Source: an optimization exercise on an open RTL-to-GDS flow (aim: small area). Production flows keep margins and buffers that such runs may drop. In this exercise RTL edits were held to simulation tests only and were not proved equivalent to the original. The flow treats the clock pin as an ideal source, which a real chip does not have.

## flow/design.v (module list and top-level ports; edited modules follow where they fit)
// module PE0: 80 lines
// module mul32: 1131 lines
// module add_acc: 104 lines
// module add_sub: 113 lines
// module out_mux: 8 lines
// module logic_unit: 6 lines
// module booth_pp: 3 lines
// module fa_cell: 4 lines
// module xor2_cell: 3 lines
// module ha_cell: 4 lines
module PE0(
  input         clock,
  input         reset,
  input         io_cfgEn,
  input  [31:0] io_cfgData,
  input  [32:0] io_inputs_0,
  input  [32:0] io_inputs_1,
  output [32:0] io_outputs_0
);
  // ...
==> flow/flow/run.sh <==
#!/bin/bash
# Standard ORFS layout with area-recovery steps added:
#  1. after synthesis, every combinational cell starts at the smallest cell of its Liberty
#     cell_footprint (the flow's own repair steps then size up what timing needs);
#  2. after clock tree synthesis and again after global routing, each cell is tried at a smaller
#     cell of the same footprint and kept there when setup/hold timing, slew and capacitance limits
#     still hold.
# Each tool's output goes to a log of its own in the work folder.
set -euo pipefail
W=$(pwd)
R=$W/orfs/results/$FLOW_PLATFORM/PE0/base
export RECOVER_LIB=$FLOW_HOME/platforms/$FLOW_PLATFORM/lib/sky130_fd_sc_hd__tt_025C_1v80.lib
SETRC=$FLOW_HOME/platforms/$FLOW_PLATFORM/setRC.tcl

bash standard.sh synth > $W/log_synth.txt 2>&1

cat > $W/minsize_run.tcl <<EOT
read_db $R/1_synth.odb
source $W/flow/minsize.tcl
write_db $R/1_synth.odb
EOT
openroad -no_init -exit $W/minsize_run.tcl > $W/log_minsize.txt 2>&1
touch $R/1_synth.sdc

bash standard.sh cts > $W/log_cts.txt 2>&1

recover() { # stage odb sdc global-routing-parasitics
cat > $W/recover_$1.tcl <<EOT
read_liberty $RECOVER_LIB
read_db $2
read_sdc $3
source $SETRC
set_propagated_clock [all_clocks]
source $W/flow/recover.tcl
write_db $2
EOT
RECOVER_GRT=$4 RECOVER_MARGIN=0.1 openroad -no_init -exit $W/recover_$1.tcl > $W/log_recover_$1.txt 2>&1
touch $3
}
recover cts $R/4_cts.odb $R/4_cts.sdc 0

bash standard.sh grt > $W/log_grt.txt 2>&1
recover grt $R/5_1_grt.odb $R/5_1_grt.sdc 1

bash standard.sh finish > $W/log_finish.txt 2>&1
==> flow/flow/footprints.tcl <==
# Reads each cell's cell_footprint from the Liberty file: dict cell -> footprint.
proc read_footprints {lib} {
  set f [open $lib r]
  set fp [dict create]
  set cell ""
  while {[gets $f line] >= 0} {
    if {[regexp {^\s*cell\s*\(\s*"?([A-Za-z0-9_]+)"?\s*\)} $line -> c]} { set cell $c; continue }
    if {$cell ne "" && [regexp {^\s*cell_footprint\s*:\s*"?([A-Za-z0-9_]+)"?} $line -> p]} {
      dict set fp $cell $p
      set cell ""
    }
  }
  close $f
  return $fp
}
==> flow/flow/minsize.tcl <==
# Swap every combinational cell for the smallest-area cell with the same Liberty cell_footprint
# and pins, so that the later repair steps size up only what timing needs.
source [file join [file dirname [info script]] footprints.tcl]
set fpmap [read_footprints $::env(RECOVER_LIB)]
set dont_use [expr {[info exists ::env(DONT_USE_CELLS)] ? $::env(DONT_USE_CELLS) : ""}]
set db [ord::get_db]
proc pins_of {m} { set p {}; foreach t [$m getMTerms] { lappend p [$t getName] }; return [lsort $p] }
proc area {m} { return [expr {[$m getWidth] * [$m getHeight]}] }
set fam [dict create]
foreach lib [$db getLibs] {
  foreach m [$lib getMasters] {
    set n [$m getName]
    if {[dict exists $fpmap $n] && [lsearch -exact $dont_use $n] < 0} { dict lappend fam [dict get $fpmap $n] $m }
  }
}
set swapped 0
set saved 0
foreach inst [[[$db getChip] getBlock] getInsts] {
  set m [$inst getMaster]
  set mn [$m getName]
  if {![dict exists $fpmap $mn]} { continue }
  set base [dict get $fpmap $mn]
  set kind [string map {sky130_fd_sc_hd__ ""} $base]
  if {[regexp {^(clkbuf|clkinv|conb|edf|df|sdf|dl[a-z]*x|dlr|dlx|tap|fill|decap)} $kind]} { continue }
  set best $m
  foreach c [dict get $fam $base] {
    if {[area $c] < [area $best] && [pins_of $c] eq [pins_of $m]} { set best $c }
  }
  if {$best ne $m} {
    set saved [expr {$saved + [area $m] - [area $best]}]
    $inst swapMaster $best
    incr swapped
  }
}
puts "minsize: swapped $swapped cells, [expr {$saved / 1e6}] um2"
==> flow/flow/recover.tcl <==
# Area recovery after placement: try each sized-up standard cell at the smallest size of its
# family, keep the swap when setup/hold slack stays above the margins and no slew or capacitance
# limit is broken.
set margin [expr {1e-9 * ([info exists ::env(RECOVER_MARGIN)] ? $::env(RECOVER_MARGIN) : 0.05)}]
set db [ord::get_db]
set block [[$db getChip] getBlock]
# cells are grouped by their Liberty cell_footprint, as the resizer groups them with
# -match_cell_footprint
source [file join [file dirname [info script]] footprints.tcl]
set fpmap [read_footprints $::env(RECOVER_LIB)]
set dont_use [expr {[info exists ::env(DONT_USE_CELLS)] ? $::env(DONT_USE_CELLS) : ""}]
set fam [dict create]
foreach lib [$db getLibs] {
  foreach m [$lib getMasters] {
    set n [$m getName]
    if {[dict exists $fpmap $n] && [lsearch -exact $dont_use $n] < 0} { dict lappend fam [dict get $fpmap $n] $m }
  }
}
proc pins_of {m} { set p {}; foreach t [$m getMTerms] { lappend p [$t getName] }; return [lsort $p] }
proc area {m} { return [expr {[$m getWidth] * [$m getHeight]}] }
set ::par_mode [expr {[info exists ::env(RECOVER_GRT)] && $::env(RECOVER_GRT) ? "-global_routing" : "-placement"}]
proc ok {margin} {
  estimate_parasitics $::par_mode
  if {[sta::max_slew_violation_count] > 0} { return 0 }
  if {[sta::max_capacitance_violation_count] > 0} { return 0 }
  if {[sta::worst_slack_cmd max] < $margin} { return 0 }
  if {[sta::worst_slack_cmd min] < 0} { return 0 }
  return 1
}
estimate_parasitics $::par_mode
set margin [expr {min($margin, [sta::worst_slack_cmd max])}]
puts "recover: start ws [sta::worst_slack_cmd max] slew [sta::max_slew_violation_count] cap [sta::max_capacitance_violation_count]"
set cands {}
foreach inst [$block getInsts] {
  set m [$inst getMaster]
  if {[$m getType] ne "CORE"} { continue }
  set mn [$m getName]
  if {![dict exists $fpmap $mn]} { continue }
  set base [dict get $fpmap $mn]
  set kind [string map {sky130_fd_sc_hd__ ""} $base]
  if {[regexp {^(clkbuf|clkinv|conb|edf|df|sdf|dl[a-z]*x|dlr|dlx|tap|fill|decap)} $kind]} { continue }
  set net_is_clock 0
  foreach it [$inst getITerms] { set n [$it getNet]; if {$n ne "NULL" && [$n getSigType] eq "CLOCK"} { set net_is_clock 1 } }
  if {$net_is_clock} { continue }
  if {[$inst isFixed]} { continue }
  set opts {}
  foreach c [dict get $fam $base] {
    if {[area $c] < [area $m] && [$c getWidth] <= [$m getWidth] && [pins_of $c] eq [pins_of $m]} { lappend opts [list [area $c] $c] }
  }
  if {[llength $opts]} { lappend cands [list [expr {[area $m] - [lindex [lsort -real -index 0 $opts] 0 0]}] $inst [lsort -real -index 0 $opts]] }
}
set saved 0; set n 0
foreach c [lsort -real -decreasing -index 0 $cands] {
  lassign $c d inst opts
  set orig [$inst getMaster]
  foreach o $opts {
    lassign $o a m
    replace_cell [$inst getName] [$m getName]
    if {[ok $margin]} { set saved [expr {$saved + [area $orig] - $a}]; incr n; break }
    replace_cell [$inst getName] [$orig getName]
    estimate_parasitics $::par_mode
  }
}
puts "recover: swapped $n cells, saved [expr {$saved / 1e6}] um2, ws [sta::worst_slack_cmd max]"
==> flow/standard.sh <==
#!/bin/bash
# synth_recipe.tcl (not shown) runs the flow's synth.tcl, then flattens the netlist and writes it again
# the make line also repeats each setting of config.mk as NAME=value (left out here)
make -C /OpenROAD-flow-scripts/flow DESIGN_CONFIG=/design/flow/config.mk WORK_HOME=/design/flow/orfs CLKGATE_MAP_FILE= SYNTH_SCRIPT=/design/flow/synth_recipe.tcl "${@:-finish}"
==> flow/config.mk <==
export PLATFORM = sky130hd
export DESIGN_NAME = PE0
export DESIGN_NICKNAME = PE0
export VERILOG_FILES = /design/flow/design.v
export SDC_FILE = /design/flow/constraint.sdc
export NUM_CORES = 8
export LEC_CHECK = 0
export CAP_MARGIN = 20
export CORE_MARGIN = 2
export CORE_UTILIZATION = 40
export SLEW_MARGIN = 20
export SYNTH_HIERARCHICAL = 1
export SYNTH_MINIMUM_KEEP_SIZE = 0
==> flow/constraint.sdc <==
create_clock -name core_clock -period 10.0 [get_ports {clock}]
set_input_delay 2.0000 -clock core_clock [delete_from_list [all_inputs] [get_ports {clock}]]
set_output_delay 2.0000 -clock core_clock [all_outputs]
set_load 0.01 [all_outputs]
==> run notes, run 1 <==
CP max stage cell=fa_1; Initial Utilization=between 40% and 50%; met1 GRT Util=32.3%; f_max=0.103 GHz; Setup Slack @ Placement=223 ps; Critical Path Sink Type=output port; Critical Path End=io_outputs_0[23]; worst-path maximum fanout=4; origin of the worst setup path=op[2]; DR DRC count=0; Final WS setup=~270 ps; Post-CTS Hold Fix Bufs=0; multi-input gate count=between 1000 and 1500; GR Util All Layers=24.9%; final-stage net count=between 2000 and 2500; via/cell ratio=a little under 6; required time of the critical path=roughly 8000 ps; design area=0.0208 sq mm; n_taps=approximately 610; CP most frequent cell=fa_1; 1st-iter DRT viols=about 1300; Non-clock buffer share=4.33%; gr ovfl total=0; dpl hpwl=44400 um; area of the multi-input gates=0.0143 sq mm; M1 wire length=roughly 25000 um; Most Used Layer, Global Route=met2; status=timing/DRC/antenna clean; clkbuf count=19; RSZ-0062 raised after global routing=false; Max clock buf depth=2; final core occ=approximately 45%; Critical Path AT=just under 8000 ps; Ports=134; worst hold path class=register to register
==> inputs of run 2 (changes only) <==
--- a/flow/flow/run.sh
+++ b/flow/flow/run.sh
@@ -2,7 +2,8 @@
 # Standard ORFS layout with area-recovery steps added:
 #  1. after synthesis, every combinational cell starts at the smallest cell of its Liberty
 #     cell_footprint (the flow's own repair steps then size up what timing needs);
-#  2. after clock tree synthesis and again after global routing, each cell is tried at a smaller
+#  2. the clock tree is built without dummy loads;
+#  3. after clock tree synthesis and again after global routing, each cell is tried at a smaller
 #     cell of the same footprint and kept there when setup/hold timing, slew and capacitance limits
 #     still hold.
 # Each tool's output goes to a log of its own in the work folder.
@@ -22,7 +23,8 @@
 openroad -no_init -exit $W/minsize_run.tcl > $W/log_minsize.txt 2>&1
 touch $R/1_synth.sdc
 
-bash standard.sh cts > $W/log_cts.txt 2>&1
+# clock tree without dummy loads (CTS adds them only to balance its branches)
+bash standard.sh "CTS_ARGS=-sink_clustering_enable -repair_clock_nets -dont_use_dummy_load" cts > $W/log_cts.txt 2>&1
 
 recover() { # stage odb sdc global-routing-parasitics
 cat > $W/recover_$1.tcl <<EOT
==> run notes, run 2 <==
status=timing/DRC/antenna clean; CTS Buf Count=17; Max clock buf depth=2 (unchanged); required time of the critical path=10400 ps (+2400 ps); PortBufs=122; Root Buffer=clkbuf_16; Sink Count=between 150 and 200; actual slew at the worst max-slew pin=~1200 ps; reg-to-reg endpoint=prod[31]; Critical Path AT=10100 ps (+2370 ps); f_max=0.103 GHz (+0.29%); Most Used Layer, Global Route=met2; Syn Area/Cell=around 11 sq um; clk_skew=between 20 and 30 ps; Initial Utilization=40.6% (unchanged); Max H-tree Level=4; Synthesized Nets=2127; Clock transition at path regs=80 ps; Skew-Pair Late Insertion Delay=around 500 ps; slew margin rel.=23.3%; TNS Setup=0 ps; Setup Viol. Count Final=0; initial antenna violation count=0; worst-path maximum fanout=18 (+14); Fill cells=4609; final core occ=44.2% (-0.46 points); flop-to-flop setup slack=a little under 300 ps; hold path cells=2; DR DRC count=0 (unchanged); met1 GRT Util=32.6% (+0.32 points); Setup Slack @ Placement=223 ps (unchanged); ANT nets after route=0; final RePlAce weighted congestion=around 0.88; Site Rows=79; DR vias=approximately 15000; CTS tree=yes; Routed WL=60600 um; r2r worst-path depth=23; Ys Warns=7; vias in the first global route=15000; area of the die=0.0492 sq mm; worst hold path class=register to register; met3 Use GR=5.25%; Area growth syn-to-layout=8.70%; Synth Instances=approximately 1700; period utilisation layout=between 90% and 100%; core area=0.0467 sq mm; Fin. Hold Viols=0; Storage cell area=around 0.0042 sq mm; Critical Path Sink Type=register; RSZ-0062 raised after global routing=false; Die W=around 220 um; 1st-iter DRT viols=1226 (-6.6%); max-slew violation count=0; Reg-to-Reg Start=b[13]; DR WL/cell=24.9 um; Inserted Diodes=0; Final WS setup=296 ps (+27.8 ps); Worst Hold Launch=v0; largest net degree at the start of global routing=between 40 and 50; layout cell share with drive strength beyond 1=roughly 4.5%; gr ovfl total=0 (unchanged); area of the multi-input gates=0.0143 sq mm (unchanged); Ports=134 (unchanged); drt pass-1 iters=16; global-route wire length before repair=92200 um; most frequent cells in the layout=xnor2_1 (319), a22oi_1 (319), fa_1 (270); Mapped Area=between 0.015 and 0.02 sq mm; Crit Path Class=register to register; dpl hpwl=44400 um (unchanged); Die H=222 um; hold slack=between 400 and 500 ps; hold endpoint=mulV; GR Util All Layers=24.9% (about the same); GRT met2 Usage=between 30% and 40%; Max Cap Viol=0; via/cell ratio=5.98 (+0.60%); fin crit period=9700 ps; crit start category=register; final-stage net count=2236 (unchanged)
[run 2: worst max-delay path by stage]
| stage | from | endpoint | slack [ps] | depth (start not counted) |
|---|---|---|---|---|
| floorplan | b[7] | prod[31] | 10 | 24 |
| global placement | op[2] | io_outputs_0[23] | 210 | 23 |
| detailed placement | cnt[0] | acc[25] | 220 | 27 |
| CTS | op[2] | io_outputs_0[23] | 1 | 24 |
| global route | op[2] | io_outputs_0[23] | 10 | 24 |
| finish | b[13] | prod[31] | 300 | 23 |
[run 2: routing by layer]
| metal | share of wire (%) | wire [um] |
|---|---|---|
| met4 | 4.4 | 2650 |
| met3 | 7.3 | 4430 |
| met5 | 0 | 0 |
| met2 | 47 | 28500 |
| met1 | 41 | 25100 |
[run 2: metrics by stage]
stage | cell area (sq um) | instances
floorplan | 19000 | 1717
global placement | 21300 | 2413
detailed placement | 21300 | 2413
CTS | 21800 | 2431
global route | 20600 | 2431
finish | 20600 | 2431
[run 2: area by class of cell]
| cell class | instances | area share [%] |
|---|---|---|
| clock buffer | 17 | 2.06 |
| inverter | 8 | 0.146 |
| multi-input combinational | 1411 | 69.3 |
| sequential | 162 | 20.4 |
| tap | 607 | 3.69 |
| timing repair buffer | 226 | 4.38 |
[run 2: what timing repair did]
action,in CTS,in global routing
endpoints found under the setup margin,11,29
pin swaps,1,1
hold buffers,0,0
endpoints found under the hold margin,0,0
gates resized for setup,6,15
setup buffers,1,0
[run 2: critical path: stages, from the launching register on]
cell and delay, ps:
edfxtp_1 310, buf_1 760, xor2_1 200, buf_1 790, a22oi_1 240, xnor2_1 210, fa_1 560, fa_1 440
fa_1 390, fa_1 510, fa_1 450, fa_1 440, fa_1 390, fa_1 390, fa_1 390, fa_1 400
fa_1 400, fa_1 400, fa_1 400, fa_1 390, fa_1 570, nand2_1 70, nor4_1 340, xor2_1 190

separate check: timing with driven ports:
No port has a modelled driver above. Below, the same layouts with a new extraction and two added sets of constraints.
Step 1 sets driving cells, clkbuf_16 on the clock port and buf_2 on the other inputs (assumed; they add their load-dependent delay and slew).
Step 2 moves the port delays by t, midway between the first and last clock arrival at a register: inputs arrive t later, outputs are due t later. That takes back most of the time a late clock gives input paths.
Slacks: ideal / step 1 / step 2; pairs: ideal / step 1.
run	t, ns	setup slack, ns	worst slew at a driven data input, ns
run 1	0.560	0.268 / 0.213 / 0.319	0.06
run 2	0.537	0.296 / 0.252 / 0.296	0.06
After both steps every run listed still meets setup and hold.
